From an optimization exercise on the open Yosys and OpenROAD flow, aimed at small area and a short achievable clock period; shortcuts taken in it are not production practice.
No functional check of the RTL was part of any run shown here.
No activity file was given, so power comes from the tool's default toggle rates.

`flow/config.mk`:
```
export PLATFORM = sky130hd
export DESIGN_NAME = mesh
export DESIGN_NICKNAME = mesh
export VERILOG_FILES = /design/flow/design.v
export SDC_FILE = /design/flow/constraint.sdc
export NUM_CORES = 4
export LEC_CHECK = 0
export CAP_MARGIN = 20
export CORE_MARGIN = 2
export CORE_UTILIZATION = 45
export PLACE_DENSITY = 0.65
export SETUP_SLACK_MARGIN = 3.1
export SLEW_MARGIN = 20
export SYNTH_HIERARCHICAL = 1
export SYNTH_MINIMUM_KEEP_SIZE = 0
```
`flow/constraint.sdc`:
```
create_clock -name core_clock -period 7.0 [get_ports {clk}]
set_input_delay 1.4000 -clock core_clock [delete_from_list [all_inputs] [get_ports {clk}]]
set_output_delay 1.4000 -clock core_clock [all_outputs]
set_load 0.01 [all_outputs]
```
`flow/design.v`:
```
module MAC (
    input  wire [8:0]  NEG,
    input  wire [8:0]  ONE,
    input  wire [8:0]  TWO,
    input  wire [17:0] B,
    input  wire        CSEL,
    input  wire [34:0] ACC_S,
    input  wire [5:0] ACC_C,
    output wire [34:0] P_S,
    output wire [5:0] P_C
    );
    wire pp0_0, pp0_1, pp0_2, pp0_3, pp0_4, pp0_5, pp0_6, pp0_7, pp0_8, pp0_9, pp0_10, pp0_11;
    wire pp0_12, pp0_13, pp0_14, pp0_15, pp0_16, pp0_17, pp0_18, pp1_0, pp1_1, pp1_2, pp1_3, pp1_4;
    wire pp1_5, pp1_6, pp1_7, pp1_8, pp1_9, pp1_10, pp1_11, pp1_12, pp1_13, pp1_14, pp1_15, pp1_16;
    wire pp1_17, pp1_18, pp2_0, pp2_1, pp2_2, pp2_3, pp2_4, pp2_5, pp2_6, pp2_7, pp2_8, pp2_9;
    wire pp2_10, pp2_11, pp2_12, pp2_13, pp2_14, pp2_15, pp2_16, pp2_17, pp2_18, pp3_0, pp3_1, pp3_2;
    wire pp3_3, pp3_4, pp3_5, pp3_6, pp3_7, pp3_8, pp3_9, pp3_10, pp3_11, pp3_12, pp3_13, pp3_14;
    wire pp3_15, pp3_16, pp3_17, pp3_18, pp4_0, pp4_1, pp4_2, pp4_3, pp4_4, pp4_5, pp4_6, pp4_7;
    wire pp4_8, pp4_9, pp4_10, pp4_11, pp4_12, pp4_13, pp4_14, pp4_15, pp4_16, pp4_17, pp4_18, pp5_0;
    wire pp5_1, pp5_2, pp5_3, pp5_4, pp5_5, pp5_6, pp5_7, pp5_8, pp5_9, pp5_10, pp5_11, pp5_12;
    wire pp5_13, pp5_14, pp5_15, pp5_16, pp5_17, pp5_18, pp6_0, pp6_1, pp6_2, pp6_3, pp6_4, pp6_5;
    wire pp6_6, pp6_7, pp6_8, pp6_9, pp6_10, pp6_11, pp6_12, pp6_13, pp6_14, pp6_15, pp6_16, pp6_17;
    wire pp6_18, pp7_0, pp7_1, pp7_2, pp7_3, pp7_4, pp7_5, pp7_6, pp7_7, pp7_8, pp7_9, pp7_10;
    wire pp7_11, pp7_12, pp7_13, pp7_14, pp7_15, pp7_16, pp7_17, pp7_18, pp8_0, pp8_1, pp8_2, pp8_3;
    wire pp8_4, pp8_5, pp8_6, pp8_7, pp8_8, pp8_9, pp8_10, pp8_11, pp8_12, pp8_13, pp8_14, pp8_15;
    wire pp8_16, pp8_17, pp8_18, as0, as1, as2, as3, as4, as5, as6, as7, as8;
    wire as9, as10, as11, as12, as13, as14, as15, as16, as17, as18, as19, as20;
    wire as21, as22, as23, as24, as25, as26, as27, as28, as29, as30, as31, as32;
    wire as33, as34, s1, c1, s2, c2, s3, c3, s4, c4, s5, c5;
    wire s6, c6, s7, c7, s8, c8, s9, c9, s10, c10, s11, c11;
    wire s12, c12, s13, c13, s14, c14, s15, c15, s16, c16, s17, c17;
    wire s18, c18, s19, c19, s20, c20, s21, c21, s22, c22, s23, c23;
    wire s24, c24, s25, c25, s26, c26, s27, c27, s28, c28, s29, c29;
    wire s30, c30, s31, c31, s32, c32, s33, c33, s34, c34, s35, c35;
    wire s36, c36, s37, c37, s38, c38, s39, c39, s40, c40, s41, c41;
    wire s42, c42, s43, c43, s44, c44, s45, c45, s46, c46, s47, c47;
    wire s48, c48, s49, c49, s50, c50, s51, c51, s52, c52, s53, c53;
    wire s54, c54, s55, c55, s56, c56, s57, c57, s58, c58, s59, c59;
    wire s60, c60, s61, c61, s62, c62, s63, c63, s64, c64, s65, c65;
    wire s66, c66, s67, c67, s68, c68, s69, c69, s70, c70, s71, c71;
    wire s72, c72, s73, c73, s74, c74, s75, c75, s76, c76, s77, c77;
    wire s78, c78, s79, c79, s80, c80, s81, c81, s82, c82, s83, c83;
    wire s84, c84, s85, c85, s86, c86, s87, c87, s88, c88, s89, c89;
    wire s90, c90, s91, c91, s92, c92, s93, c93, s94, c94, s95, c95;
    wire s96, c96, s97, c97, s98, c98, s99, c99, s100, c100, s101, c101;
    wire s102, c102, s103, c103, s104, c104, s105, c105, s106, c106, s107, c107;
    wire s108, c108, s109, c109, s110, c110, s111, c111, s112, c112, s113, c113;
    wire s114, c114, s115, c115, s116, c116, s117, c117, s118, c118, s119, c119;
    wire s120, c120, s121, c121, s122, c122, s123, c123, s124, c124, s125, c125;
    wire s126, c126, s127, c127, s128, c128, s129, c129, s130, c130, s131, c131;
    wire s132, c132, s133, c133, s134, c134, s135, c135, s136, c136, s137, c137;
    wire s138, c138, s139, c139, s140, c140, s141, c141, s142, c142, s143, c143;
    wire s144, c144, s145, c145, s146, c146, s147, c147, s148, c148, s149, c149;
    wire s150, c150, s151, c151, s152, c152, s153, c153, s154, c154, s155, c155;
    wire s156, c156, s157, c157, s158, c158, s159, c159, s160, c160, s161, c161;
    wire ac0, ac1, ac2, ac3, ac4, ac5;
    assign pp0_0 = (B[0] & ONE[0]) ^ NEG[0];
    assign pp0_1 = ((B[1] & ONE[0]) | (B[0] & TWO[0])) ^ NEG[0];
    assign pp0_2 = ((B[2] & ONE[0]) | (B[1] & TWO[0])) ^ NEG[0];
    assign pp0_3 = ((B[3] & ONE[0]) | (B[2] & TWO[0])) ^ NEG[0];
    assign pp0_4 = ((B[4] & ONE[0]) | (B[3] & TWO[0])) ^ NEG[0];
    assign pp0_5 = ((B[5] & ONE[0]) | (B[4] & TWO[0])) ^ NEG[0];
    assign pp0_6 = ((B[6] & ONE[0]) | (B[5] & TWO[0])) ^ NEG[0];
    assign pp0_7 = ((B[7] & ONE[0]) | (B[6] & TWO[0])) ^ NEG[0];
    assign pp0_8 = ((B[8] & ONE[0]) | (B[7] & TWO[0])) ^ NEG[0];
    assign pp0_9 = ((B[9] & ONE[0]) | (B[8] & TWO[0])) ^ NEG[0];
    assign pp0_10 = ((B[10] & ONE[0]) | (B[9] & TWO[0])) ^ NEG[0];
    assign pp0_11 = ((B[11] & ONE[0]) | (B[10] & TWO[0])) ^ NEG[0];
    assign pp0_12 = ((B[12] & ONE[0]) | (B[11] & TWO[0])) ^ NEG[0];
    assign pp0_13 = ((B[13] & ONE[0]) | (B[12] & TWO[0])) ^ NEG[0];
    assign pp0_14 = ((B[14] & ONE[0]) | (B[13] & TWO[0])) ^ NEG[0];
    assign pp0_15 = ((B[15] & ONE[0]) | (B[14] & TWO[0])) ^ NEG[0];
    assign pp0_16 = ((B[16] & ONE[0]) | (B[15] & TWO[0])) ^ NEG[0];
    assign pp0_17 = ((B[17] & ONE[0]) | (B[16] & TWO[0])) ^ NEG[0];
    assign pp0_18 = ~(((B[17] & ONE[0]) | (B[17] & TWO[0])) ^ NEG[0]);
    assign pp1_0 = (B[0] & ONE[1]) ^ NEG[1];
    assign pp1_1 = ((B[1] & ONE[1]) | (B[0] & TWO[1])) ^ NEG[1];
    assign pp1_2 = ((B[2] & ONE[1]) | (B[1] & TWO[1])) ^ NEG[1];
    assign pp1_3 = ((B[3] & ONE[1]) | (B[2] & TWO[1])) ^ NEG[1];
    assign pp1_4 = ((B[4] & ONE[1]) | (B[3] & TWO[1])) ^ NEG[1];
    assign pp1_5 = ((B[5] & ONE[1]) | (B[4] & TWO[1])) ^ NEG[1];
    assign pp1_6 = ((B[6] & ONE[1]) | (B[5] & TWO[1])) ^ NEG[1];
    assign pp1_7 = ((B[7] & ONE[1]) | (B[6] & TWO[1])) ^ NEG[1];
    assign pp1_8 = ((B[8] & ONE[1]) | (B[7] & TWO[1])) ^ NEG[1];
    assign pp1_9 = ((B[9] & ONE[1]) | (B[8] & TWO[1])) ^ NEG[1];
    assign pp1_10 = ((B[10] & ONE[1]) | (B[9] & TWO[1])) ^ NEG[1];
    assign pp1_11 = ((B[11] & ONE[1]) | (B[10] & TWO[1])) ^ NEG[1];
    assign pp1_12 = ((B[12] & ONE[1]) | (B[11] & TWO[1])) ^ NEG[1];
    assign pp1_13 = ((B[13] & ONE[1]) | (B[12] & TWO[1])) ^ NEG[1];
    assign pp1_14 = ((B[14] & ONE[1]) | (B[13] & TWO[1])) ^ NEG[1];
    assign pp1_15 = ((B[15] & ONE[1]) | (B[14] & TWO[1])) ^ NEG[1];
    assign pp1_16 = ((B[16] & ONE[1]) | (B[15] & TWO[1])) ^ NEG[1];
    assign pp1_17 = ((B[17] & ONE[1]) | (B[16] & TWO[1])) ^ NEG[1];
    assign pp1_18 = ~(((B[17] & ONE[1]) | (B[17] & TWO[1])) ^ NEG[1]);
    assign pp2_0 = (B[0] & ONE[2]) ^ NEG[2];
    assign pp2_1 = ((B[1] & ONE[2]) | (B[0] & TWO[2])) ^ NEG[2];
    assign pp2_2 = ((B[2] & ONE[2]) | (B[1] & TWO[2])) ^ NEG[2];
    assign pp2_3 = ((B[3] & ONE[2]) | (B[2] & TWO[2])) ^ NEG[2];
    assign pp2_4 = ((B[4] & ONE[2]) | (B[3] & TWO[2])) ^ NEG[2];
    assign pp2_5 = ((B[5] & ONE[2]) | (B[4] & TWO[2])) ^ NEG[2];
    assign pp2_6 = ((B[6] & ONE[2]) | (B[5] & TWO[2])) ^ NEG[2];
    assign pp2_7 = ((B[7] & ONE[2]) | (B[6] & TWO[2])) ^ NEG[2];
    assign pp2_8 = ((B[8] & ONE[2]) | (B[7] & TWO[2])) ^ NEG[2];
    assign pp2_9 = ((B[9] & ONE[2]) | (B[8] & TWO[2])) ^ NEG[2];
    assign pp2_10 = ((B[10] & ONE[2]) | (B[9] & TWO[2])) ^ NEG[2];
    assign pp2_11 = ((B[11] & ONE[2]) | (B[10] & TWO[2])) ^ NEG[2];
    assign pp2_12 = ((B[12] & ONE[2]) | (B[11] & TWO[2])) ^ NEG[2];
    assign pp2_13 = ((B[13] & ONE[2]) | (B[12] & TWO[2])) ^ NEG[2];
    assign pp2_14 = ((B[14] & ONE[2]) | (B[13] & TWO[2])) ^ NEG[2];
    assign pp2_15 = ((B[15] & ONE[2]) | (B[14] & TWO[2])) ^ NEG[2];
    assign pp2_16 = ((B[16] & ONE[2]) | (B[15] & TWO[2])) ^ NEG[2];
    assign pp2_17 = ((B[17] & ONE[2]) | (B[16] & TWO[2])) ^ NEG[2];
    assign pp2_18 = ~(((B[17] & ONE[2]) | (B[17] & TWO[2])) ^ NEG[2]);
    assign pp3_0 = (B[0] & ONE[3]) ^ NEG[3];
    assign pp3_1 = ((B[1] & ONE[3]) | (B[0] & TWO[3])) ^ NEG[3];
    assign pp3_2 = ((B[2] & ONE[3]) | (B[1] & TWO[3])) ^ NEG[3];
    assign pp3_3 = ((B[3] & ONE[3]) | (B[2] & TWO[3])) ^ NEG[3];
    assign pp3_4 = ((B[4] & ONE[3]) | (B[3] & TWO[3])) ^ NEG[3];
    assign pp3_5 = ((B[5] & ONE[3]) | (B[4] & TWO[3])) ^ NEG[3];
    assign pp3_6 = ((B[6] & ONE[3]) | (B[5] & TWO[3])) ^ NEG[3];
    assign pp3_7 = ((B[7] & ONE[3]) | (B[6] & TWO[3])) ^ NEG[3];
    assign pp3_8 = ((B[8] & ONE[3]) | (B[7] & TWO[3])) ^ NEG[3];
    assign pp3_9 = ((B[9] & ONE[3]) | (B[8] & TWO[3])) ^ NEG[3];
    assign pp3_10 = ((B[10] & ONE[3]) | (B[9] & TWO[3])) ^ NEG[3];
    assign pp3_11 = ((B[11] & ONE[3]) | (B[10] & TWO[3])) ^ NEG[3];
    assign pp3_12 = ((B[12] & ONE[3]) | (B[11] & TWO[3])) ^ NEG[3];
    assign pp3_13 = ((B[13] & ONE[3]) | (B[12] & TWO[3])) ^ NEG[3];
    assign pp3_14 = ((B[14] & ONE[3]) | (B[13] & TWO[3])) ^ NEG[3];
    assign pp3_15 = ((B[15] & ONE[3]) | (B[14] & TWO[3])) ^ NEG[3];
    assign pp3_16 = ((B[16] & ONE[3]) | (B[15] & TWO[3])) ^ NEG[3];
    assign pp3_17 = ((B[17] & ONE[3]) | (B[16] & TWO[3])) ^ NEG[3];
    assign pp3_18 = ~(((B[17] & ONE[3]) | (B[17] & TWO[3])) ^ NEG[3]);
    assign pp4_0 = (B[0] & ONE[4]) ^ NEG[4];
    assign pp4_1 = ((B[1] & ONE[4]) | (B[0] & TWO[4])) ^ NEG[4];
    assign pp4_2 = ((B[2] & ONE[4]) | (B[1] & TWO[4])) ^ NEG[4];
    assign pp4_3 = ((B[3] & ONE[4]) | (B[2] & TWO[4])) ^ NEG[4];
    assign pp4_4 = ((B[4] & ONE[4]) | (B[3] & TWO[4])) ^ NEG[4];
    assign pp4_5 = ((B[5] & ONE[4]) | (B[4] & TWO[4])) ^ NEG[4];
    assign pp4_6 = ((B[6] & ONE[4]) | (B[5] & TWO[4])) ^ NEG[4];
    assign pp4_7 = ((B[7] & ONE[4]) | (B[6] & TWO[4])) ^ NEG[4];
    assign pp4_8 = ((B[8] & ONE[4]) | (B[7] & TWO[4])) ^ NEG[4];
    assign pp4_9 = ((B[9] & ONE[4]) | (B[8] & TWO[4])) ^ NEG[4];
    assign pp4_10 = ((B[10] & ONE[4]) | (B[9] & TWO[4])) ^ NEG[4];
    assign pp4_11 = ((B[11] & ONE[4]) | (B[10] & TWO[4])) ^ NEG[4];
    assign pp4_12 = ((B[12] & ONE[4]) | (B[11] & TWO[4])) ^ NEG[4];
    assign pp4_13 = ((B[13] & ONE[4]) | (B[12] & TWO[4])) ^ NEG[4];
    assign pp4_14 = ((B[14] & ONE[4]) | (B[13] & TWO[4])) ^ NEG[4];
    assign pp4_15 = ((B[15] & ONE[4]) | (B[14] & TWO[4])) ^ NEG[4];
    assign pp4_16 = ((B[16] & ONE[4]) | (B[15] & TWO[4])) ^ NEG[4];
    assign pp4_17 = ((B[17] & ONE[4]) | (B[16] & TWO[4])) ^ NEG[4];
    assign pp4_18 = ~(((B[17] & ONE[4]) | (B[17] & TWO[4])) ^ NEG[4]);
    assign pp5_0 = (B[0] & ONE[5]) ^ NEG[5];
    assign pp5_1 = ((B[1] & ONE[5]) | (B[0] & TWO[5])) ^ NEG[5];
    assign pp5_2 = ((B[2] & ONE[5]) | (B[1] & TWO[5])) ^ NEG[5];
    assign pp5_3 = ((B[3] & ONE[5]) | (B[2] & TWO[5])) ^ NEG[5];
    assign pp5_4 = ((B[4] & ONE[5]) | (B[3] & TWO[5])) ^ NEG[5];
    assign pp5_5 = ((B[5] & ONE[5]) | (B[4] & TWO[5])) ^ NEG[5];
    assign pp5_6 = ((B[6] & ONE[5]) | (B[5] & TWO[5])) ^ NEG[5];
    assign pp5_7 = ((B[7] & ONE[5]) | (B[6] & TWO[5])) ^ NEG[5];
    assign pp5_8 = ((B[8] & ONE[5]) | (B[7] & TWO[5])) ^ NEG[5];
    assign pp5_9 = ((B[9] & ONE[5]) | (B[8] & TWO[5])) ^ NEG[5];
    assign pp5_10 = ((B[10] & ONE[5]) | (B[9] & TWO[5])) ^ NEG[5];
    assign pp5_11 = ((B[11] & ONE[5]) | (B[10] & TWO[5])) ^ NEG[5];
    assign pp5_12 = ((B[12] & ONE[5]) | (B[11] & TWO[5])) ^ NEG[5];
    assign pp5_13 = ((B[13] & ONE[5]) | (B[12] & TWO[5])) ^ NEG[5];
    assign pp5_14 = ((B[14] & ONE[5]) | (B[13] & TWO[5])) ^ NEG[5];
    assign pp5_15 = ((B[15] & ONE[5]) | (B[14] & TWO[5])) ^ NEG[5];
    assign pp5_16 = ((B[16] & ONE[5]) | (B[15] & TWO[5])) ^ NEG[5];
    assign pp5_17 = ((B[17] & ONE[5]) | (B[16] & TWO[5])) ^ NEG[5];
    assign pp5_18 = ~(((B[17] & ONE[5]) | (B[17] & TWO[5])) ^ NEG[5]);
    assign pp6_0 = (B[0] & ONE[6]) ^ NEG[6];
    assign pp6_1 = ((B[1] & ONE[6]) | (B[0] & TWO[6])) ^ NEG[6];
    assign pp6_2 = ((B[2] & ONE[6]) | (B[1] & TWO[6])) ^ NEG[6];
    assign pp6_3 = ((B[3] & ONE[6]) | (B[2] & TWO[6])) ^ NEG[6];
    assign pp6_4 = ((B[4] & ONE[6]) | (B[3] & TWO[6])) ^ NEG[6];
    assign pp6_5 = ((B[5] & ONE[6]) | (B[4] & TWO[6])) ^ NEG[6];
    assign pp6_6 = ((B[6] & ONE[6]) | (B[5] & TWO[6])) ^ NEG[6];
    assign pp6_7 = ((B[7] & ONE[6]) | (B[6] & TWO[6])) ^ NEG[6];
    assign pp6_8 = ((B[8] & ONE[6]) | (B[7] & TWO[6])) ^ NEG[6];
    assign pp6_9 = ((B[9] & ONE[6]) | (B[8] & TWO[6])) ^ NEG[6];
    assign pp6_10 = ((B[10] & ONE[6]) | (B[9] & TWO[6])) ^ NEG[6];
    assign pp6_11 = ((B[11] & ONE[6]) | (B[10] & TWO[6])) ^ NEG[6];
    assign pp6_12 = ((B[12] & ONE[6]) | (B[11] & TWO[6])) ^ NEG[6];
    assign pp6_13 = ((B[13] & ONE[6]) | (B[12] & TWO[6])) ^ NEG[6];
    assign pp6_14 = ((B[14] & ONE[6]) | (B[13] & TWO[6])) ^ NEG[6];
    assign pp6_15 = ((B[15] & ONE[6]) | (B[14] & TWO[6])) ^ NEG[6];
    assign pp6_16 = ((B[16] & ONE[6]) | (B[15] & TWO[6])) ^ NEG[6];
    assign pp6_17 = ((B[17] & ONE[6]) | (B[16] & TWO[6])) ^ NEG[6];
    assign pp6_18 = ~(((B[17] & ONE[6]) | (B[17] & TWO[6])) ^ NEG[6]);
    assign pp7_0 = (B[0] & ONE[7]) ^ NEG[7];
    assign pp7_1 = ((B[1] & ONE[7]) | (B[0] & TWO[7])) ^ NEG[7];
    assign pp7_2 = ((B[2] & ONE[7]) | (B[1] & TWO[7])) ^ NEG[7];
    assign pp7_3 = ((B[3] & ONE[7]) | (B[2] & TWO[7])) ^ NEG[7];
    assign pp7_4 = ((B[4] & ONE[7]) | (B[3] & TWO[7])) ^ NEG[7];
    assign pp7_5 = ((B[5] & ONE[7]) | (B[4] & TWO[7])) ^ NEG[7];
    assign pp7_6 = ((B[6] & ONE[7]) | (B[5] & TWO[7])) ^ NEG[7];
    assign pp7_7 = ((B[7] & ONE[7]) | (B[6] & TWO[7])) ^ NEG[7];
    assign pp7_8 = ((B[8] & ONE[7]) | (B[7] & TWO[7])) ^ NEG[7];
    assign pp7_9 = ((B[9] & ONE[7]) | (B[8] & TWO[7])) ^ NEG[7];
    assign pp7_10 = ((B[10] & ONE[7]) | (B[9] & TWO[7])) ^ NEG[7];
    assign pp7_11 = ((B[11] & ONE[7]) | (B[10] & TWO[7])) ^ NEG[7];
    assign pp7_12 = ((B[12] & ONE[7]) | (B[11] & TWO[7])) ^ NEG[7];
    assign pp7_13 = ((B[13] & ONE[7]) | (B[12] & TWO[7])) ^ NEG[7];
    assign pp7_14 = ((B[14] & ONE[7]) | (B[13] & TWO[7])) ^ NEG[7];
    assign pp7_15 = ((B[15] & ONE[7]) | (B[14] & TWO[7])) ^ NEG[7];
    assign pp7_16 = ((B[16] & ONE[7]) | (B[15] & TWO[7])) ^ NEG[7];
    assign pp7_17 = ((B[17] & ONE[7]) | (B[16] & TWO[7])) ^ NEG[7];
    assign pp7_18 = ~(((B[17] & ONE[7]) | (B[17] & TWO[7])) ^ NEG[7]);
    assign pp8_0 = (B[0] & ONE[8]) ^ NEG[8];
    assign pp8_1 = ((B[1] & ONE[8]) | (B[0] & TWO[8])) ^ NEG[8];
    assign pp8_2 = ((B[2] & ONE[8]) | (B[1] & TWO[8])) ^ NEG[8];
    assign pp8_3 = ((B[3] & ONE[8]) | (B[2] & TWO[8])) ^ NEG[8];
    assign pp8_4 = ((B[4] & ONE[8]) | (B[3] & TWO[8])) ^ NEG[8];
    assign pp8_5 = ((B[5] & ONE[8]) | (B[4] & TWO[8])) ^ NEG[8];
    assign pp8_6 = ((B[6] & ONE[8]) | (B[5] & TWO[8])) ^ NEG[8];
    assign pp8_7 = ((B[7] & ONE[8]) | (B[6] & TWO[8])) ^ NEG[8];
    assign pp8_8 = ((B[8] & ONE[8]) | (B[7] & TWO[8])) ^ NEG[8];
    assign pp8_9 = ((B[9] & ONE[8]) | (B[8] & TWO[8])) ^ NEG[8];
    assign pp8_10 = ((B[10] & ONE[8]) | (B[9] & TWO[8])) ^ NEG[8];
    assign pp8_11 = ((B[11] & ONE[8]) | (B[10] & TWO[8])) ^ NEG[8];
    assign pp8_12 = ((B[12] & ONE[8]) | (B[11] & TWO[8])) ^ NEG[8];
    assign pp8_13 = ((B[13] & ONE[8]) | (B[12] & TWO[8])) ^ NEG[8];
    assign pp8_14 = ((B[14] & ONE[8]) | (B[13] & TWO[8])) ^ NEG[8];
    assign pp8_15 = ((B[15] & ONE[8]) | (B[14] & TWO[8])) ^ NEG[8];
    assign pp8_16 = ((B[16] & ONE[8]) | (B[15] & TWO[8])) ^ NEG[8];
    assign pp8_17 = ((B[17] & ONE[8]) | (B[16] & TWO[8])) ^ NEG[8];
    assign pp8_18 = ~(((B[17] & ONE[8]) | (B[17] & TWO[8])) ^ NEG[8]);
    assign as0 = ACC_S[0] & CSEL;
    assign as1 = ACC_S[1] & CSEL;
    assign as2 = ACC_S[2] & CSEL;
    assign as3 = ACC_S[3] & CSEL;
    assign as4 = ACC_S[4] & CSEL;
    assign as5 = ACC_S[5] & CSEL;
    assign as6 = ACC_S[6] & CSEL;
    assign as7 = ACC_S[7] & CSEL;
    assign as8 = ACC_S[8] & CSEL;
    assign as9 = ACC_S[9] & CSEL;
    assign as10 = ACC_S[10] & CSEL;
    assign as11 = ACC_S[11] & CSEL;
    assign as12 = ACC_S[12] & CSEL;
    assign as13 = ACC_S[13] & CSEL;
    assign as14 = ACC_S[14] & CSEL;
    assign as15 = ACC_S[15] & CSEL;
    assign as16 = ACC_S[16] & CSEL;
    assign as17 = ACC_S[17] & CSEL;
    assign as18 = ACC_S[18] & CSEL;
    assign as19 = ACC_S[19] & CSEL;
    assign as20 = ACC_S[20] & CSEL;
    assign as21 = ACC_S[21] & CSEL;
    assign as22 = ACC_S[22] & CSEL;
    assign as23 = ACC_S[23] & CSEL;
    assign as24 = ACC_S[24] & CSEL;
    assign as25 = ACC_S[25] & CSEL;
    assign as26 = ACC_S[26] & CSEL;
    assign as27 = ACC_S[27] & CSEL;
    assign as28 = ACC_S[28] & CSEL;
    assign as29 = ACC_S[29] & CSEL;
    assign as30 = ACC_S[30] & CSEL;
    assign as31 = ACC_S[31] & CSEL;
    assign as32 = ACC_S[32] & CSEL;
    assign as33 = ACC_S[33] & CSEL;
    assign as34 = ACC_S[34] & CSEL;
    assign ac0 = ACC_C[0] & CSEL;
    assign ac1 = ACC_C[1] & CSEL;
    assign ac2 = ACC_C[2] & CSEL;
    assign ac3 = ACC_C[3] & CSEL;
    assign ac4 = ACC_C[4] & CSEL;
    assign ac5 = ACC_C[5] & CSEL;
    FA us1 (.a(NEG[1]), .b(pp0_2), .ci(pp1_0), .s(s1), .co(c1));
    FA us2 (.a(pp0_3), .b(pp1_1), .ci(as3), .s(s2), .co(c2));
    FA us3 (.a(NEG[2]), .b(pp1_2), .ci(pp0_4), .s(s3), .co(c3));
    FAL us4 (.a(pp2_0), .b(as4), .cl(c2), .s(s4), .co(c4));
    FA us5 (.a(pp1_3), .b(pp0_5), .ci(pp2_1), .s(s5), .co(c5));
    FA us6 (.a(as5), .b(c3), .ci(s5), .s(s6), .co(c6));
    FA us7 (.a(NEG[3]), .b(pp1_4), .ci(as6), .s(s7), .co(c7));
    FA us8 (.a(pp2_2), .b(pp0_6), .ci(pp3_0), .s(s8), .co(c8));
    FA us9 (.a(c5), .b(s7), .ci(s8), .s(s9), .co(c9));
    FA us10 (.a(pp1_5), .b(pp2_3), .ci(as7), .s(s10), .co(c10));
    FAL us11 (.a(pp3_1), .b(pp0_7), .cl(c7), .s(s11), .co(c11));
    FA us12 (.a(c8), .b(s10), .ci(s11), .s(s12), .co(c12));
    FA us13 (.a(NEG[4]), .b(pp4_0), .ci(pp0_8), .s(s13), .co(c13));
    FA us14 (.a(pp3_2), .b(pp2_4), .ci(pp1_6), .s(s14), .co(c14));
    FA us15 (.a(as8), .b(c10), .ci(s13), .s(s15), .co(c15));
    FAL us16 (.a(s14), .b(c11), .cl(s15), .s(s16), .co(c16));
    FA us17 (.a(pp3_3), .b(pp2_5), .ci(as9), .s(s17), .co(c17));
    FA us18 (.a(pp1_7), .b(pp0_9), .ci(pp4_1), .s(s18), .co(c18));
    FA us19 (.a(c13), .b(c14), .ci(s17), .s(s19), .co(c19));
    FAL us20 (.a(s18), .b(c15), .cl(s19), .s(s20), .co(c20));
    FA us21 (.a(NEG[5]), .b(pp4_2), .ci(pp5_0), .s(s21), .co(c21));
    FA us22 (.a(pp0_10), .b(pp2_6), .ci(pp3_4), .s(s22), .co(c22));
    FAL us23 (.a(pp1_8), .b(as10), .cl(c17), .s(s23), .co(c23));
    FA us24 (.a(c18), .b(s21), .ci(s23), .s(s24), .co(c24));
    FAL us25 (.a(s22), .b(c19), .cl(s24), .s(s25), .co(c25));
    FA us26 (.a(pp1_9), .b(pp3_5), .ci(pp5_1), .s(s26), .co(c26));
    FA us27 (.a(pp2_7), .b(pp0_11), .ci(pp4_3), .s(s27), .co(c27));
    FA us28 (.a(as11), .b(c21), .ci(c22), .s(s28), .co(c28));
    FA us29 (.a(s27), .b(s26), .ci(c23), .s(s29), .co(c29));
    FA us30 (.a(s28), .b(c24), .ci(s29), .s(s30), .co(c30));
    FA us31 (.a(NEG[6]), .b(pp5_2), .ci(pp0_12), .s(s31), .co(c31));
    FA us32 (.a(pp4_4), .b(pp1_10), .ci(pp6_0), .s(s32), .co(c32));
    FA us33 (.a(pp3_6), .b(pp2_8), .ci(as12), .s(s33), .co(c33));
    FA us34 (.a(c27), .b(c26), .ci(s31), .s(s34), .co(c34));
    FAL us35 (.a(s33), .b(s32), .cl(c28), .s(s35), .co(c35));
    FA us36 (.a(c29), .b(s34), .ci(s35), .s(s36), .co(c36));
    FA us37 (.a(pp6_1), .b(pp1_11), .ci(pp4_5), .s(s37), .co(c37));
    FA us38 (.a(pp3_7), .b(pp5_3), .ci(as13), .s(s38), .co(c38));
    FAL us39 (.a(pp2_9), .b(pp0_13), .cl(c31), .s(s39), .co(c39));
    FA us40 (.a(c33), .b(c32), .ci(s38), .s(s40), .co(c40));
    FAL us41 (.a(s37), .b(s39), .cl(c34), .s(s41), .co(c41));
    FA us42 (.a(s40), .b(c35), .ci(s41), .s(s42), .co(c42));
    FA us43 (.a(NEG[7]), .b(pp2_10), .ci(pp5_4), .s(s43), .co(c43));
    FA us44 (.a(pp6_2), .b(pp1_12), .ci(pp4_6), .s(s44), .co(c44));
    FA us45 (.a(pp3_8), .b(pp0_14), .ci(pp7_0), .s(s45), .co(c45));
    FA us46 (.a(as14), .b(c38), .ci(c37), .s(s46), .co(c46));
    FA us47 (.a(s43), .b(s44), .ci(s45), .s(s47), .co(c47));
    FA us48 (.a(c39), .b(c40), .ci(s46), .s(s48), .co(c48));
    FAL us49 (.a(s47), .b(c41), .cl(s48), .s(s49), .co(c49));
    FA us50 (.a(pp7_1), .b(pp1_13), .ci(pp6_3), .s(s50), .co(c50));
    FA us51 (.a(pp2_11), .b(pp3_9), .ci(pp0_15), .s(s51), .co(c51));
    FA us52 (.a(pp5_5), .b(pp4_7), .ci(as15), .s(s52), .co(c52));
    FA us53 (.a(c43), .b(c45), .ci(c44), .s(s53), .co(c53));
    FA us54 (.a(s51), .b(s52), .ci(s50), .s(s54), .co(c54));
    FA us55 (.a(c46), .b(c47), .ci(s53), .s(s55), .co(c55));
    FA us56 (.a(s54), .b(c48), .ci(s55), .s(s56), .co(c56));
    FA us57 (.a(NEG[8]), .b(pp7_2), .ci(pp1_14), .s(s57), .co(c57));
    FA us58 (.a(pp0_16), .b(pp4_8), .ci(pp2_12), .s(s58), .co(c58));
    FA us59 (.a(pp3_10), .b(pp6_4), .ci(pp5_6), .s(s59), .co(c59));
    FAL us60 (.a(pp8_0), .b(as16), .cl(c52), .s(s60), .co(c60));
    FA us61 (.a(c50), .b(c51), .ci(s59), .s(s61), .co(c61));
    FA us62 (.a(s57), .b(s58), .ci(s60), .s(s62), .co(c62));
    FA us63 (.a(c53), .b(c54), .ci(s61), .s(s63), .co(c63));
    FAL us64 (.a(s62), .b(c55), .cl(s63), .s(s64), .co(c64));
    FA us65 (.a(pp7_3), .b(pp3_11), .ci(pp4_9), .s(s65), .co(c65));
    FA us66 (.a(pp0_17), .b(pp1_15), .ci(pp6_5), .s(s66), .co(c66));
    FA us67 (.a(pp8_1), .b(pp2_13), .ci(pp5_7), .s(s67), .co(c67));
    FA us68 (.a(as17), .b(c57), .ci(c59), .s(s68), .co(c68));
    FA us69 (.a(c58), .b(s67), .ci(s65), .s(s69), .co(c69));
    FAL us70 (.a(s66), .b(c60), .cl(c61), .s(s70), .co(c70));
    FA us71 (.a(s68), .b(c62), .ci(s69), .s(s71), .co(c71));
    FA us72 (.a(s70), .b(c63), .ci(s71), .s(s72), .co(c72));
    assign s73 = ~(pp3_12 ^ pp7_4);
    assign c73 = pp3_12 | pp7_4;
    FA us74 (.a(pp4_10), .b(pp8_2), .ci(as18), .s(s74), .co(c74));
    FA us75 (.a(pp6_6), .b(pp2_14), .ci(pp1_16), .s(s75), .co(c75));
    FAL us76 (.a(pp5_8), .b(pp0_18), .cl(s73), .s(s76), .co(c76));
    FA us77 (.a(c67), .b(c65), .ci(c66), .s(s77), .co(c77));
    FA us78 (.a(s76), .b(s75), .ci(s74), .s(s78), .co(c78));
    FA us79 (.a(c68), .b(c69), .ci(s77), .s(s79), .co(c79));
    FAL us80 (.a(s78), .b(c70), .cl(c71), .s(s80), .co(c80));
    HA us81 (.a(s79), .b(s80), .s(s81), .co(c81));
    assign s82 = ~(pp6_7 ^ as19);
    assign c82 = pp6_7 | as19;
    FA us83 (.a(pp1_17), .b(pp2_15), .ci(pp7_5), .s(s83), .co(c83));
    FA us84 (.a(pp8_3), .b(pp5_9), .ci(pp3_13), .s(s84), .co(c84));
    FA us85 (.a(pp4_11), .b(c73), .ci(s82), .s(s85), .co(c85));
    FA us86 (.a(c75), .b(c74), .ci(c76), .s(s86), .co(c86));
    FAL us87 (.a(s84), .b(s83), .cl(s85), .s(s87), .co(c87));
    FA us88 (.a(c77), .b(c78), .ci(s86), .s(s88), .co(c88));
    FA us89 (.a(s87), .b(c79), .ci(s88), .s(s89), .co(c89));
    HA us90 (.a(c80), .b(c81), .s(s90), .co(c90));
    FA us91 (.a(pp3_14), .b(pp1_18), .ci(pp6_8), .s(s91), .co(c91));
    FA us92 (.a(pp5_10), .b(pp2_16), .ci(pp8_4), .s(s92), .co(c92));
    FA us93 (.a(pp4_12), .b(pp7_6), .ci(as20), .s(s93), .co(c93));
    FA us94 (.a(c82), .b(c83), .ci(c84), .s(s94), .co(c94));
    FA us95 (.a(s92), .b(s91), .ci(c85), .s(s95), .co(c95));
    FA us96 (.a(s93), .b(c86), .ci(s94), .s(s96), .co(c96));
    FAL us97 (.a(c87), .b(s95), .cl(c88), .s(s97), .co(c97));
    FAL us98 (.a(s96), .b(s97), .cl(c89), .s(s98), .co(c98));
    assign s99 = ~(pp7_7 ^ pp4_13);
    assign c99 = pp7_7 | pp4_13;
    FA us100 (.a(pp6_9), .b(pp2_17), .ci(as21), .s(s100), .co(c100));
    FA us101 (.a(pp3_15), .b(pp5_11), .ci(pp8_5), .s(s101), .co(c101));
    FA us102 (.a(s99), .b(c92), .ci(c93), .s(s102), .co(c102));
    FA us103 (.a(c91), .b(s100), .ci(s101), .s(s103), .co(c103));
    FA us104 (.a(c94), .b(s102), .ci(c95), .s(s104), .co(c104));
    FAL us105 (.a(s103), .b(c96), .cl(s104), .s(s105), .co(c105));
    HA us106 (.a(c97), .b(s105), .s(s106), .co(c106));
    FA us107 (.a(pp2_18), .b(pp8_6), .ci(pp4_14), .s(s107), .co(c107));
    FA us108 (.a(pp7_8), .b(pp3_16), .ci(pp5_12), .s(s108), .co(c108));
    FAL us109 (.a(pp6_10), .b(as22), .cl(c99), .s(s109), .co(c109));
    FA us110 (.a(c101), .b(c100), .ci(s109), .s(s110), .co(c110));
    FAL us111 (.a(s108), .b(s107), .cl(c102), .s(s111), .co(c111));
    FA us112 (.a(c103), .b(s111), .ci(s110), .s(s112), .co(c112));
    FAL us113 (.a(c104), .b(s112), .cl(c105), .s(s113), .co(c113));
    assign s114 = ~(pp6_11 ^ pp3_17);
    assign c114 = pp6_11 | pp3_17;
    FA us115 (.a(pp8_7), .b(pp5_13), .ci(pp4_15), .s(s115), .co(c115));
    FAL us116 (.a(pp7_9), .b(as23), .cl(s114), .s(s116), .co(c116));
    FA us117 (.a(c108), .b(c107), .ci(c109), .s(s117), .co(c117));
    FAL us118 (.a(s115), .b(s116), .cl(c110), .s(s118), .co(c118));
    FA us119 (.a(c111), .b(s117), .ci(s118), .s(s119), .co(c119));
    HA us120 (.a(c112), .b(s119), .s(s120), .co(c120));
    FA us121 (.a(pp5_14), .b(pp7_10), .ci(pp3_18), .s(s121), .co(c121));
    FA us122 (.a(pp8_8), .b(pp6_12), .ci(pp4_16), .s(s122), .co(c122));
    FAL us123 (.a(as24), .b(c114), .cl(s121), .s(s123), .co(c123));
    FA us124 (.a(c115), .b(s122), .ci(c116), .s(s124), .co(c124));
    FA us125 (.a(s123), .b(c117), .ci(s124), .s(s125), .co(c125));
    FA us126 (.a(c118), .b(c119), .ci(s125), .s(s126), .co(c126));
    assign s127 = ~(pp5_15 ^ pp7_11);
    assign c127 = pp5_15 | pp7_11;
    FA us128 (.a(pp8_9), .b(pp6_13), .ci(as25), .s(s128), .co(c128));
    FAL us129 (.a(pp4_17), .b(s127), .cl(c122), .s(s129), .co(c129));
    FAL us130 (.a(c121), .b(s128), .cl(s129), .s(s130), .co(c130));
    FA us131 (.a(c123), .b(c124), .ci(s130), .s(s131), .co(c131));
    HA us132 (.a(c125), .b(s131), .s(s132), .co(c132));
    FA us133 (.a(pp5_16), .b(pp4_18), .ci(as26), .s(s133), .co(c133));
    FA us134 (.a(pp6_14), .b(pp8_10), .ci(pp7_12), .s(s134), .co(c134));
    FA us135 (.a(c127), .b(c128), .ci(s134), .s(s135), .co(c135));
    FAL us136 (.a(s133), .b(c129), .cl(s135), .s(s136), .co(c136));
    FAL us137 (.a(c130), .b(s136), .cl(c131), .s(s137), .co(c137));
    assign s138 = ~(pp5_17 ^ pp6_15);
    assign c138 = pp5_17 | pp6_15;
    FA us139 (.a(pp8_11), .b(pp7_13), .ci(as27), .s(s139), .co(c139));
    FA us140 (.a(s138), .b(c134), .ci(c133), .s(s140), .co(c140));
    FA us141 (.a(s139), .b(c135), .ci(s140), .s(s141), .co(c141));
    HA us142 (.a(c136), .b(s141), .s(s142), .co(c142));
    FA us143 (.a(pp8_12), .b(pp6_16), .ci(pp5_18), .s(s143), .co(c143));
    FAL us144 (.a(pp7_14), .b(as28), .cl(c138), .s(s144), .co(c144));
    FA us145 (.a(c139), .b(s143), .ci(s144), .s(s145), .co(c145));
    FAL us146 (.a(c140), .b(s145), .cl(c141), .s(s146), .co(c146));
    assign s147 = ~(pp8_13 ^ as29);
    assign c147 = pp8_13 | as29;
    FAL us148 (.a(pp7_15), .b(pp6_17), .cl(s147), .s(s148), .co(c148));
    FA us149 (.a(c143), .b(s148), .ci(c144), .s(s149), .co(c149));
    HA us150 (.a(c145), .b(s149), .s(s150), .co(c150));
    FA us151 (.a(pp7_16), .b(pp8_14), .ci(as30), .s(s151), .co(c151));
    FAL us152 (.a(pp6_18), .b(c147), .cl(c148), .s(s152), .co(c152));
    FAL us153 (.a(s151), .b(s152), .cl(c149), .s(s153), .co(c153));
    assign s154 = ~(pp8_15 ^ pp7_17);
    assign c154 = pp8_15 | pp7_17;
    FAL us155 (.a(as31), .b(s154), .cl(c151), .s(s155), .co(c155));
    HA us156 (.a(s155), .b(c152), .s(s156), .co(c156));
    FA us157 (.a(pp8_16), .b(pp7_18), .ci(as32), .s(s157), .co(c157));
    FAL us158 (.a(c154), .b(s157), .cl(c155), .s(s158), .co(c158));
    assign s159 = ~(pp8_17 ^ as33);
    assign c159 = pp8_17 | as33;
    HA us160 (.a(s159), .b(c157), .s(s160), .co(c160));
    FAL us161 (.a(pp8_18), .b(as34), .cl(c159), .s(s161), .co(c161));
    wire [34:0] X = {c160, c158, c156, c153, c150, c146, c142, c137, c132, c126, c120, c113, c106, c98, c90, s89, c72, c64, c56, c49, c42, c36, c30, c25, c20, c16, c12, c9, c6, c4, s3, c1, as2, pp0_1, pp0_0};
    wire [34:0] Y = {s161, s160, s158, s156, s153, s150, s146, s142, s137, s132, s126, s120, s113, s106, s98, s90, s81, s72, s64, s56, s49, s42, s36, s30, s25, s20, s16, s12, s9, s6, s4, s2, s1, as1, as0};
    wire [11:0] blk0 = {1'b0, X[9:0], NEG[0]} + {1'b0, Y[9:0], NEG[0]};
    assign {P_C[0], P_S[9:0]} = blk0[11:1];
    wire [9:0] blk1 = {1'b0, X[17:10], ac0} + {1'b0, Y[17:10], ac0};
    assign {P_C[1], P_S[17:10]} = blk1[9:1];
    wire [3:0] blk2 = {1'b0, X[19:18], ac1} + {1'b0, Y[19:18], ac1};
    assign {P_C[2], P_S[19:18]} = blk2[3:1];
    wire [3:0] blk3 = {1'b0, X[21:20], ac2} + {1'b0, Y[21:20], ac2};
    assign {P_C[3], P_S[21:20]} = blk3[3:1];
    wire [4:0] blk4 = {1'b0, X[24:22], ac3} + {1'b0, Y[24:22], ac3};
    assign {P_C[4], P_S[24:22]} = blk4[4:1];
    wire [4:0] blk5 = {1'b0, X[27:25], ac4} + {1'b0, Y[27:25], ac4};
    assign {P_C[5], P_S[27:25]} = blk5[4:1];
    wire [8:0] blk6 = {1'b0, X[34:28], ac5} + {1'b0, Y[34:28], ac5};
    assign P_S[34:28] = blk6[7:1];
endmodule
module MACRES (
    input  wire [34:0] S,
    input  wire [5:0] C,
    output wire [17:0] R
    );
    wire [34:0] cv = {1'b0, 1'b0, 1'b0, 1'b0, 1'b0, 1'b0, C[5], 1'b0, 1'b0, C[4], 1'b0, 1'b0, C[3], 1'b0, C[2], 1'b0, C[1], 1'b0, 1'b0, 1'b0, 1'b0, 1'b0, 1'b0, 1'b0, C[0], 1'b0, 1'b0, 1'b0, 1'b0, 1'b0, 1'b0, 1'b0, 1'b0, 1'b0, 1'b0};
    wire [34:0] p = S + cv;
    assign R = p[34:17];
endmodule
module FA (input wire a, input wire b, input wire ci, output wire s, output wire co);
    assign s = a ^ b ^ ci;
    assign co = (a & b) | (a & ci) | (b & ci);
endmodule
module FAL (input wire a, input wire b, input wire cl, output wire s, output wire co);
    wire p, g;
    HA h (.a(a), .b(b), .s(p), .co(g));
    XOR2 x (.a(p), .b(cl), .y(s));
    AO21 o (.a(p), .b(cl), .c(g), .y(co));
endmodule
module XOR2 (input wire a, input wire b, output wire y);
    assign y = a ^ b;
endmodule
module AO21 (input wire a, input wire b, input wire c, output wire y);
    assign y = (a & b) | c;
endmodule
module HA (input wire a, input wire b, output wire s, output wire co);
    assign s = a ^ b;
    assign co = a & b;
endmodule
`timescale 1ns / 1ps
module dly # (
    parameter integer DATA_WIDTH = 18,
    parameter integer CYC_DLY = 1
)
(
    input wire clk,
    input wire [DATA_WIDTH-1:0] din,
    output wire [DATA_WIDTH-1:0] dout
    );
    reg [DATA_WIDTH-1:0] dlys [CYC_DLY-1:0];
    always @ (posedge clk)
        dlys[0] <= din;
    genvar i;
    generate
    for(i = 1; i < CYC_DLY; i = i + 1)
    begin : stage
        always @ (posedge clk)
            dlys[i] <= dlys[i-1];
    end
    endgenerate
    assign dout = dlys[CYC_DLY-1];
endmodule
`timescale 1ns / 1ps
module node(
    input wire clk,
    input wire rstn,
    input wire [8:0] ain_neg,
    input wire [8:0] ain_one,
    input wire [8:0] ain_two,
    input wire [17:0] bin,
    input wire csel,
    output wire [8:0] aout_neg,
    output wire [8:0] aout_one,
    output wire [8:0] aout_two,
    output wire [17:0] res
    );
    reg [8:0] bufa_neg, bufa_one, bufa_two;
    assign aout_neg = bufa_neg;
    assign aout_one = bufa_one;
    assign aout_two = bufa_two;
    always @ (posedge clk)
    begin
        if(1'b0 == rstn)
        begin
            bufa_neg <= 9'd0;
            bufa_one <= 9'd0;
            bufa_two <= 9'd0;
        end
        else
        begin
            bufa_neg <= ain_neg;
            bufa_one <= ain_one;
            bufa_two <= ain_two;
        end
    end
    reg [17:0] bufb;
    always @ (posedge clk)
        bufb <= bin;
    reg [34:0] p_s;
    reg [5:0] p_c;
    wire [34:0] n_s;
    wire [5:0] n_c;
    MAC dspcore (
        .NEG(bufa_neg),
        .ONE(bufa_one),
        .TWO(bufa_two),
        .B(bufb),
        .CSEL(csel),
        .ACC_S(p_s),
        .ACC_C(p_c),
        .P_S(n_s),
        .P_C(n_c)
    );
    always @ (posedge clk)
    begin
        p_s <= n_s;
        p_c <= n_c;
    end
    MACRES resadd (
        .S(p_s),
        .C(p_c),
        .R(res)
    );
endmodule
`timescale 1ns / 1ps
module mesh # (
    parameter integer IDX_WIDTH_FOR_NODES = 3,
    parameter integer NUM_NODES = 2 ** IDX_WIDTH_FOR_NODES
)
(
    input clk,
    input rstn,
    input [17:0] init,
    input [1:0] asel,
    input [NUM_NODES-1:0] csels,
    input [IDX_WIDTH_FOR_NODES-1:0] ressel,
    input [1:0] dinsel,
    input [18*NUM_NODES-1:0] mbram_dout,
    input [17:0] vbram0_dout,
    input [17:0] vbram1_dout,
    output [17:0] vbram0_din,
    output [17:0] vbram1_din
    );
    wire [17:0] bdly [NUM_NODES-1:0];
    assign bdly[0] = mbram_dout[17:0];
    genvar i;
    generate
    for(i = 1; i < NUM_NODES; i = i + 1)
    begin : lane
        dly # (
            .DATA_WIDTH(18),
            .CYC_DLY(i)
        ) dly_inst (
            .clk(clk),
            .din(mbram_dout[18*i +: 18]),
            .dout(bdly[i])
        );
    end
    endgenerate
    wire [17:0] vbram_dout_selected = asel[0] ? vbram1_dout : vbram0_dout;
    wire [17:0] ain_selected = asel[1] ? init : vbram_dout_selected;
    wire [18:0] ax = {ain_selected, 1'b0};
    wire [8:0] dneg [NUM_NODES:0];
    wire [8:0] done [NUM_NODES:0];
    wire [8:0] dtwo [NUM_NODES:0];
    generate
    for(i = 0; i < 9; i = i + 1)
    begin : rec
        assign done[0][i] = ax[2*i+1] ^ ax[2*i];
        assign dtwo[0][i] = (ax[2*i+2] & ~ax[2*i+1] & ~ax[2*i]) |
                            (~ax[2*i+2] & ax[2*i+1] & ax[2*i]);
        assign dneg[0][i] = ax[2*i+2] & ~(ax[2*i+1] & ax[2*i]);
    end
    endgenerate
    wire [17:0] ress [NUM_NODES-1:0];
    generate
    for(i = 0; i < NUM_NODES; i = i + 1)
    begin : nd
        node node_in_mesh (
            .clk(clk),
            .rstn(rstn),
            .ain_neg(dneg[i]),
            .ain_one(done[i]),
            .ain_two(dtwo[i]),
            .bin(bdly[i]),
            .csel(csels[i]),
            .aout_neg(dneg[i+1]),
            .aout_one(done[i+1]),
            .aout_two(dtwo[i+1]),
            .res(ress[i])
        );
    end
    endgenerate
    reg [17:0] res_bufs [NUM_NODES-1:0];
    generate
    for(i = 0; i < NUM_NODES; i = i + 1)
    begin : rb
        always @ (posedge clk)
            res_bufs[i] <= ress[i];
    end
    endgenerate
    wire [NUM_NODES:0] osel0, osel1;
    generate
    for(i = 0; i < NUM_NODES; i = i + 1)
    begin : dec
        assign osel0[i] = ~dinsel[0] & (ressel == i);
        assign osel1[i] = ~dinsel[1] & (ressel == i);
    end
    endgenerate
    assign osel0[NUM_NODES] = dinsel[0];
    assign osel1[NUM_NODES] = dinsel[1];
    generate
    for(i = 0; i < 18; i = i + 1)
    begin : ob
        OSEL9 o0 (
            .s(osel0),
            .d({vbram1_dout[i], res_bufs[7][i], res_bufs[6][i], res_bufs[5][i], res_bufs[4][i],
                res_bufs[3][i], res_bufs[2][i], res_bufs[1][i], res_bufs[0][i]}),
            .y(vbram0_din[i])
        );
        OSEL9 o1 (
            .s(osel1),
            .d({vbram0_dout[i], res_bufs[7][i], res_bufs[6][i], res_bufs[5][i], res_bufs[4][i],
                res_bufs[3][i], res_bufs[2][i], res_bufs[1][i], res_bufs[0][i]}),
            .y(vbram1_din[i])
        );
    end
    endgenerate
endmodule
module OSEL9 (
    input wire [8:0] s,
    input wire [8:0] d,
    output wire y
    );
    wire [2:0] n;
    AOI222 g0 (.a1(s[0]), .a2(d[0]), .b1(s[1]), .b2(d[1]), .c1(s[2]), .c2(d[2]), .y(n[0]));
    AOI222 g1 (.a1(s[3]), .a2(d[3]), .b1(s[4]), .b2(d[4]), .c1(s[5]), .c2(d[5]), .y(n[1]));
    AOI222 g2 (.a1(s[6]), .a2(d[6]), .b1(s[7]), .b2(d[7]), .c1(s[8]), .c2(d[8]), .y(n[2]));
    NAND3 g3 (.a(n[0]), .b(n[1]), .c(n[2]), .y(y));
endmodule
module AOI222 (
    input wire a1, input wire a2, input wire b1, input wire b2, input wire c1, input wire c2,
    output wire y
    );
    assign y = ~((a1 & a2) | (b1 & b2) | (c1 & c2));
endmodule
module NAND3 (input wire a, input wire b, input wire c, output wire y);
    assign y = ~(a & b & c);
endmodule
```
`flow/flow/run.sh`:
```
#!/bin/bash
# Layout flow: the standard flow, with the port buffers that
# buffer_ports inserts made of the plain buffer sky130_fd_sc_hd__buf_1
# (the resizer may still resize them) instead of its default pick.
# Each tool's output goes to the ORFS logs; make's own output to flow.log.
set -o pipefail
export BUFFER_PORTS_ARGS="-buffer_cell sky130_fd_sc_hd__buf_1"
bash standard.sh > flow.log 2>&1
```
`flow/standard.sh`:
```
#!/bin/bash
# synth_recipe.tcl (not shown) runs the flow's synth.tcl, then flattens the netlist and writes it again
# the make line also repeats each setting of config.mk as NAME=value (left out here)
make -C /OpenROAD-flow-scripts/flow DESIGN_CONFIG=/design/flow/config.mk WORK_HOME=/design/flow/orfs CLKGATE_MAP_FILE= SYNTH_SCRIPT=/design/flow/synth_recipe.tcl "${@:-finish}"
```
==> results of run 1 <==
==> cells in the final DEF (no fill, tap or decap), types with 277 or more instances in the layout <==
cell,count
and2_1,277
xor2_1,592
a22oi_1,1183
inv_1,293
a21o_1,368
dfxtp_1,1044
fa_1,649
xnor2_1,1370
ha_1,619
buf_4,340
dfxtp_4,288
==> where the power goes <==
group	total [uW]	internal [uW]	switching, uW
registers	11200	9310	1880
clock network	8130	4540	3590
logic	22100	10800	11400
total	41400	24600	16800
==> layer usage <==
layer  up-vias  GRT usage (%)
li1      33840              -
met1     38220          33.13
met2      4293          44.28
met3      1183          5.237
met4        10          16.38
met5         -              0
==> worst paths after layout <==
path,to,depth (start not counted)
setup reg to reg,nd[0].node_in_mesh.p_s[24],13
setup / recovery,vbram0_din[2],8
hold reg to reg,lane[6].dly_inst.dlys[5][8],0
hold / removal,lane[6].dly_inst.dlys[5][8],0
==> state kept, by name, indices dropped and copies added (netlist names) <==
signal and flops:
lane.dly_inst.dlys 504, nd.node_in_mesh.bufa_neg 72, nd.node_in_mesh.bufa_one 72, nd.node_in_mesh.bufa_two 72, nd.node_in_mesh.bufb 144, nd.node_in_mesh.p_c 48, nd.node_in_mesh.p_s 280, res_bufs 144
==> metrics by stage <==
| stage | instance area (sq um) | utilization [%] | hold slack [ns] |
|---|---|---|---|
| after floorplan | 104400 | - | 0.3096 |
| after global placement | 106000 | 47.32 | 0.3109 |
| after detailed placement | 106000 | 47.32 | 0.3121 |
| after CTS | 113400 | 50.62 | 0.3045 |
| after global routing | 119100 | 53.18 | 0.3055 |
| final | 119200 | 53.19 | 0.3121 |
==> repair_timing <==
item	CTS	global route
buffers inserted	61	409
pin swaps	101	159
gates resized for setup	597	385
endpoints found under the setup margin	226	151
endpoints found under the hold margin	0	0
cloned	8	6
==> final cells by class <==
type                    instances  area share [%]
diodes                         20         0.04200
clock buffers                 188           3.414
clock inverters                94          0.8851
inverters                     335           1.055
multi-input cells            7209           61.61
flip-flops and latches       1336           23.36
well taps                    2992           3.142
repair buffers                838           6.493
==> impl_metrics.json, run 1 <==
{
  "cts.sinks": 1336,
  "clk_pin_slew_ns": 0.07,
  "routed_wl_um": 330200,
  "final-seq-area_sq_um": 27830,
  "chipWidth_um": 478.0,
  "io_buffers": 250,
  "cts_inserted_buffers": 151,
  "cpPeakStageDelay_ns": 0.32,
  "viasPerCell": 5.959,
  "status": "finished clean",
  "gr-total-overflow": 0,
  "syn-instance-count": 9673,
  "instances_no_fill": 13010,
  "wl_per_cell_um": 25.37,
  "root_buffer": "clkbuf_16",
  "setup_viol": 0,
  "row_count": 174,
  "firstDrtPassIters": 12,
  "yosysWarnings": 24,
  "drive_gt1_share_pct": 21.97,
  "cp-startpoint": "dinsel[0]",
  "relSlewSlack_pct": 16.42,
  "required_ns": 5.60,
  "p_leak_uw": 0.05059,
  "critical_path.cell_chain": "clkbuf_16 > buf_12 > nand2b_4 > nor2_4 > bufbuf_16 > a222oi_1 > nand3_2 > buf_6",
  "rsz0062_at_grt": "true",
  "maxCapViolCount": 0,
  "path_delay_family": "buffers and inverters",
  "ant_nets": 0,
  "grt_max_degree": 217,
  "hold_violations": 0,
  "cts_max_level": 4,
  "slew_violations": 0,
  "antenna_found_initial": 31,
  "period_needed_ns": 4.461,
  "worstReg2RegStart": "nd[0].node_in_mesh.bufa_one[2]",
  "worst-path-max-fanout": 5,
  "place_congestion": 0.9544,
  "cts_tree": "built",
  "path_class": "in -> out",
  "holdBufCountCts": 0,
  "worst_pin_slew_ns": 1.219,
  "fillers": 19420,
  "syn_area_per_cell_sq_um": 10.45,
  "crit_path_start_kind": "input pin",
  "area_growth_pct": 17.85,
  "grt_pass1_vias": 79090,
  "setup_ws_ns": 2.539,
  "drc": 0,
  "initial_core_util_pct": 45.14,
  "hp-start": "lane[6].dly_inst.dlys[4][8]",
  "critPathArrivalTime_ns": 3.06,
  "io_pins": 251,
  "post-route-period-util_pct": 63.72,
  "reg2reg_slack_ns": 3.10,
  "worst_path_max_delay_cell": "a222oi_1",
  "clock_latency_ns": 0.86,
  "powerDensity_nw_per_um2": 347.8,
  "clock.fmax_mhz": 224.2,
  "vias": 77540,
  "multiInputGateArea_sq_um": 73420,
  "drt_iter0_markers": 7748,
  "final_nets": 11740,
  "tns_ns": 0,
  "finClkSkew_ns": 0.05192,
  "placed_cells": 12230,
  "die_area_sq_um": 228500,
  "cts_buffer_depth": 3,
  "grt_usage_pct": 27.13,
  "syn-cell-area_sq_um": 101100,
  "dp_hpwl_um": 213300,
  "finalPower_uw": 41450,
  "core-area_sq_um": 224000,
  "worstHoldPathType": "reg -> reg",
  "routed.top_layer": "met5",
  "path_buf_inv": 4,
  "endpoint_kind": "primary output",
  "wl_met1_um": 125200,
  "die_y_um": 478.0,
  "wl_met3_um": 28210,
  "pre_cts_ws_ns": 1.484,
  "grt_pass1_wl_um": 481700,
  "dr_wl_met2_um": 152800,
  "syn_nets": 11540,
  "peakVddDrop_mv": 0.5367
}
==> inputs of run 2 (changes only) <==
--- a/flow/design.v
+++ b/flow/design.v
@@ -645,50 +645,40 @@
     end
     endgenerate
-    wire [NUM_NODES:0] osel0, osel1;
+    wire [NUM_NODES-1:0] oh;
     generate
     for(i = 0; i < NUM_NODES; i = i + 1)
     begin : dec
-        assign osel0[i] = ~dinsel[0] & (ressel == i);
-        assign osel1[i] = ~dinsel[1] & (ressel == i);
+        assign oh[i] = (ressel == i);
     end
     endgenerate
-    assign osel0[NUM_NODES] = dinsel[0];
-    assign osel1[NUM_NODES] = dinsel[1];
+    wire [1:0] dn = ~dinsel;
     generate
     for(i = 0; i < 18; i = i + 1)
     begin : ob
-        OSEL9 o0 (
-            .s(osel0),
-            .d({vbram1_dout[i], res_bufs[7][i], res_bufs[6][i], res_bufs[5][i], res_bufs[4][i],
-                res_bufs[3][i], res_bufs[2][i], res_bufs[1][i], res_bufs[0][i]}),
-            .y(vbram0_din[i])
-        );
-        OSEL9 o1 (
-            .s(osel1),
-            .d({vbram0_dout[i], res_bufs[7][i], res_bufs[6][i], res_bufs[5][i], res_bufs[4][i],
-                res_bufs[3][i], res_bufs[2][i], res_bufs[1][i], res_bufs[0][i]}),
-            .y(vbram1_din[i])
-        );
+        wire [3:0] n;
+        wire m;
+        AOI22 g0 (.a1(oh[0]), .a2(res_bufs[0][i]), .b1(oh[1]), .b2(res_bufs[1][i]), .y(n[0]));
+        AOI22 g1 (.a1(oh[2]), .a2(res_bufs[2][i]), .b1(oh[3]), .b2(res_bufs[3][i]), .y(n[1]));
+        AOI22 g2 (.a1(oh[4]), .a2(res_bufs[4][i]), .b1(oh[5]), .b2(res_bufs[5][i]), .y(n[2]));
+        AOI22 g3 (.a1(oh[6]), .a2(res_bufs[6][i]), .b1(oh[7]), .b2(res_bufs[7][i]), .y(n[3]));
+        NAND4 g4 (.a(n[0]), .b(n[1]), .c(n[2]), .d(n[3]), .y(m));
+        MUXN o0 (.s(dinsel[0]), .sn(dn[0]), .d1(vbram1_dout[i]), .d0(m), .y(vbram0_din[i]));
+        MUXN o1 (.s(dinsel[1]), .sn(dn[1]), .d1(vbram0_dout[i]), .d0(m), .y(vbram1_din[i]));
     end
     endgenerate
 endmodule
-module OSEL9 (
-    input wire [8:0] s,
-    input wire [8:0] d,
-    output wire y
-    );
-    wire [2:0] n;
-    AOI222 g0 (.a1(s[0]), .a2(d[0]), .b1(s[1]), .b2(d[1]), .c1(s[2]), .c2(d[2]), .y(n[0]));
-    AOI222 g1 (.a1(s[3]), .a2(d[3]), .b1(s[4]), .b2(d[4]), .c1(s[5]), .c2(d[5]), .y(n[1]));
-    AOI222 g2 (.a1(s[6]), .a2(d[6]), .b1(s[7]), .b2(d[7]), .c1(s[8]), .c2(d[8]), .y(n[2]));
-    NAND3 g3 (.a(n[0]), .b(n[1]), .c(n[2]), .y(y));
+module AOI22 (input wire a1, input wire a2, input wire b1, input wire b2, output wire y);
+    assign y = ~((a1 & a2) | (b1 & b2));
 endmodule
-module AOI222 (
-    input wire a1, input wire a2, input wire b1, input wire b2, input wire c1, input wire c2,
-    output wire y
-    );
-    assign y = ~((a1 & a2) | (b1 & b2) | (c1 & c2));
+module NAND4 (input wire a, input wire b, input wire c, input wire d, output wire y);
+    assign y = ~(a & b & c & d);
 endmodule
-module NAND3 (input wire a, input wire b, input wire c, output wire y);
-    assign y = ~(a & b & c);
+module NAND2 (input wire a, input wire b, output wire y);
+    assign y = ~(a & b);
+endmodule
+module MUXN (input wire s, input wire sn, input wire d1, input wire d0, output wire y);
+    wire t1, t0;
+    NAND2 n1 (.a(s), .b(d1), .y(t1));
+    NAND2 n0 (.a(sn), .b(d0), .y(t0));
+    NAND2 n2 (.a(t1), .b(t0), .y(y));
 endmodule
--- a/flow/config.mk
+++ b/flow/config.mk
@@ -10,5 +10,5 @@
 export CORE_UTILIZATION = 45
 export PLACE_DENSITY = 0.65
-export SETUP_SLACK_MARGIN = 3.1
+export SETUP_SLACK_MARGIN = 3.0
 export SLEW_MARGIN = 20
 export SYNTH_HIERARCHICAL = 1
==> run 2 against run 1 <==
Largest cell class unchanged. Combinational power about the same. Total power increased by 2.0%. Final cell count increased by 0.28%. Via count increased by 0.35%. Largest power group unchanged.
==> impl_metrics.json, run 2 <==
{
  "worst_hold_slack_ns": 0.3136,
  "reg2reg_slack_ns": 3.07,
  "powerDensity_nw_per_um2": 360.5,
  "viasPerCell": 5.964,
  "yosysWarnings": 24,
  "placed_area_sq_um": 108200,
  "critPathArrivalTime_ns": 2.78,
  "grt_max_degree": 91,
  "reg2reg_to": "nd[3].node_in_mesh.p_s[17]",
  "whs_endpoint": "nd[6].node_in_mesh.bufb[7]",
  "grtUsageMet3_pct": 4.644,
  "chipWidth_um": 484.3,
  "status": "finished clean",
  "final_nets": 11770,
  "hold_violations": 0,
  "holdBufCountCts": 0,
  "reg.largest.list": "lane.dly_inst.dlys: 504 flops, nd.node_in_mesh.p_s: 280 flops",
  "hold_depth": 0,
  "worstHoldPathType": "reg -> reg",
  "cts_buffer_depth": 3,
  "initial_core_util_pct": 45.19,
  "cts_max_level": 4,
  "regMostFlops": "lane.dly_inst.dlys",
  "syn-instance-count": 10070,
  "die_y_um": 484.3,
  "clk_pin_slew_ns": 0.06,
  "antenna_found_initial": 8,
  "tns_ns": 0,
  "worstReg2RegStart": "nd[3].node_in_mesh.bufb[9]",
  "drt_iter0_markers": 6894,
  "peakVddDrop_mv": 0.3757,
  "slew_violations": 0,
  "crit_path_start_kind": "input pin",
  "clock_latency_ns": 0.84,
  "io_buffers": 250,
  "syn_area_per_cell_sq_um": 10.31,
  "use_met1_pct": 31.52,
  "syn-cell-area_sq_um": 103800,
  "worst-r2r-cell-count": 9,
  "place_congestion": 0.9462,
  "hp-start": "lane[6].dly_inst.dlys[5][7]",
  "endpoint_kind": "primary output",
  "relSlewSlack_pct": 45.58,
  "final_area_sq_um": 117300,
  "grt_usage_pct": 25.59,
  "grt_use_met2_pct": 42.58,
  "maxCapViolCount": 0,
  "period_needed_ns": 4.177,
  "cts.sinks": 1336,
  "routed_wl_um": 309300,
  "wl_per_cell_um": 23.71,
  "mostFrequentLayoutCell": "xnor2_1",
  "grt_pass1_vias": 82370,
  "syn_nets": 11950,
  "grt_pass1_wl_um": 475700,
  "vias": 77820,
  "die_area_sq_um": 234500,
  "setup_viol": 0,
  "dp_hpwl_um": 213900,
  "core-area_sq_um": 229700,
  "area_growth_pct": 12.99,
  "finClkSkew_ns": 0.03241,
  "post-route-period-util_pct": 59.67,
  "cts_tree": "built",
  "final_cell_mix": "xnor2_1 (1,376), a22oi_1 (1,240), dfxtp_1 (1,049), fa_1 (662), ha_1 (639)",
  "drc": 0,
  "row_count": 176,
  "firstDrtPassIters": 6,
  "grt.busiest_layer": "met2",
  "worst-path-max-fanout": 8,
  "gr-total-overflow": 0,
  "required_ns": 5.60,
  "drive_gt1_share_pct": 18.93,
  "worst_pin_slew_ns": 0.8164,
  "largest_register_ff_count": 504,
  "io_pins": 251,
  "cts_inserted_buffers": 155,
  "clock.fmax_mhz": 239.4,
  "ant_nets": 0,
  "path_class": "in -> out",
  "p_leak_uw": 0.04929,
  "root_buffer": "clkbuf_16",
  "rsz0062_at_grt": "true"
}
-- run 2: how the worst max path moves through the flow --
stage,startpoint,end,depth (start not counted)
3_5_place_dp,csels[5],nd[5].node_in_mesh.p_s[33],15
4_1_cts,ressel[1],vbram1_din[0],10
3_3_place_gp,csels[5],nd[5].node_in_mesh.p_s[33],14
2_1_floorplan,csels[1],nd[1].node_in_mesh.p_s[24],13
6_report,ressel[0],vbram1_din[0],10
5_1_grt,ressel[0],vbram1_din[0],10
-- run 2: final cells by class --
class	instances	area, sq um
fill	20210	112400
multi-input combinational	7576	75080
sequential	1336	27780
clock buffer	183	4144
timing repair buffer	494	3861
tap	3026	3786
clock inverter	101	1384
inverter	329	1242
antenna	4	10.01
-- run 2: what timing repair did --
action                                  4_1_cts  5_1_grt
cloned                                        3        1
pin swaps                                    53       30
hold endpoints to repair                      0        0
endpoints found under the setup margin      209      141
gates resized for setup                     458      337
setup buffers                                37      111
-- run 2: critical path, cell delays in order --
cell	delay (ns)
buf_12	0.12
nor3b_4	0.32
buf_4	0.18
buf_8	0.13
a22oi_2	0.08
nand4_1	0.12
buf_12	0.14
nand2_1	0.05
nand2_1	0.08
buf_2	0.13
-- run 2: per-layer routing --
metal / wire [um] / up-vias
li1: - / 34580
met1: 122400 / 38460
met2: 145000 / 3795
met3: 24600 / 977
met4: 17370 / 0
met5: 0 / -
-- run 2: stage by stage --
step           utilization [%]  total power, uW  worst slack [ns]  cells
5_1_grt                  51.06            45590             2.791  13050
4_1_cts                  50.13            42340             2.879  12930
3_5_place_dp             47.12            33210             1.693  12610
3_3_place_gp             47.11            32400             1.788  12610
2_1_floorplan                -            28080             2.563  10070
6_report                 51.06            42280             2.823  13050
-- run 2: power breakdown --
group	total [uW]	internal, uW	switching, uW
clock network	8670	5090	3580
registers	11400	9260	2090
logic	22300	10900	11300
total	42300	25300	17000

## static timing again, ports no longer ideal
No port has a modelled driver above. Below, the same layouts with a new extraction and two added sets of constraints.
Step 1, drivers: a clkbuf_16 drives clk and a buf_2 each remaining input, both assumed.
Step 2, shift: input delay + t, output delay - t, t = (earliest + latest rising clock arrival at the registers) / 2. This alone moves slack from input paths to output paths.
Slacks: ideal / step 1 / step 2; pairs: ideal / step 1.
run | shift t [ns] | slack for setup (ns) | hold WS [ns]
run 1 | 0.942 | 2.539 / 2.378 / 2.225 | 0.312 / 0.312 / 0.312
run 2 | 0.919 | 2.823 / 2.662 / 2.179 | 0.314 / 0.314 / 0.314
After both steps setup and hold are still met in every run listed. For run 2, which loses most, drivers alone change the setup slack by -0.161 ns; drivers and shift together by -0.644 ns.
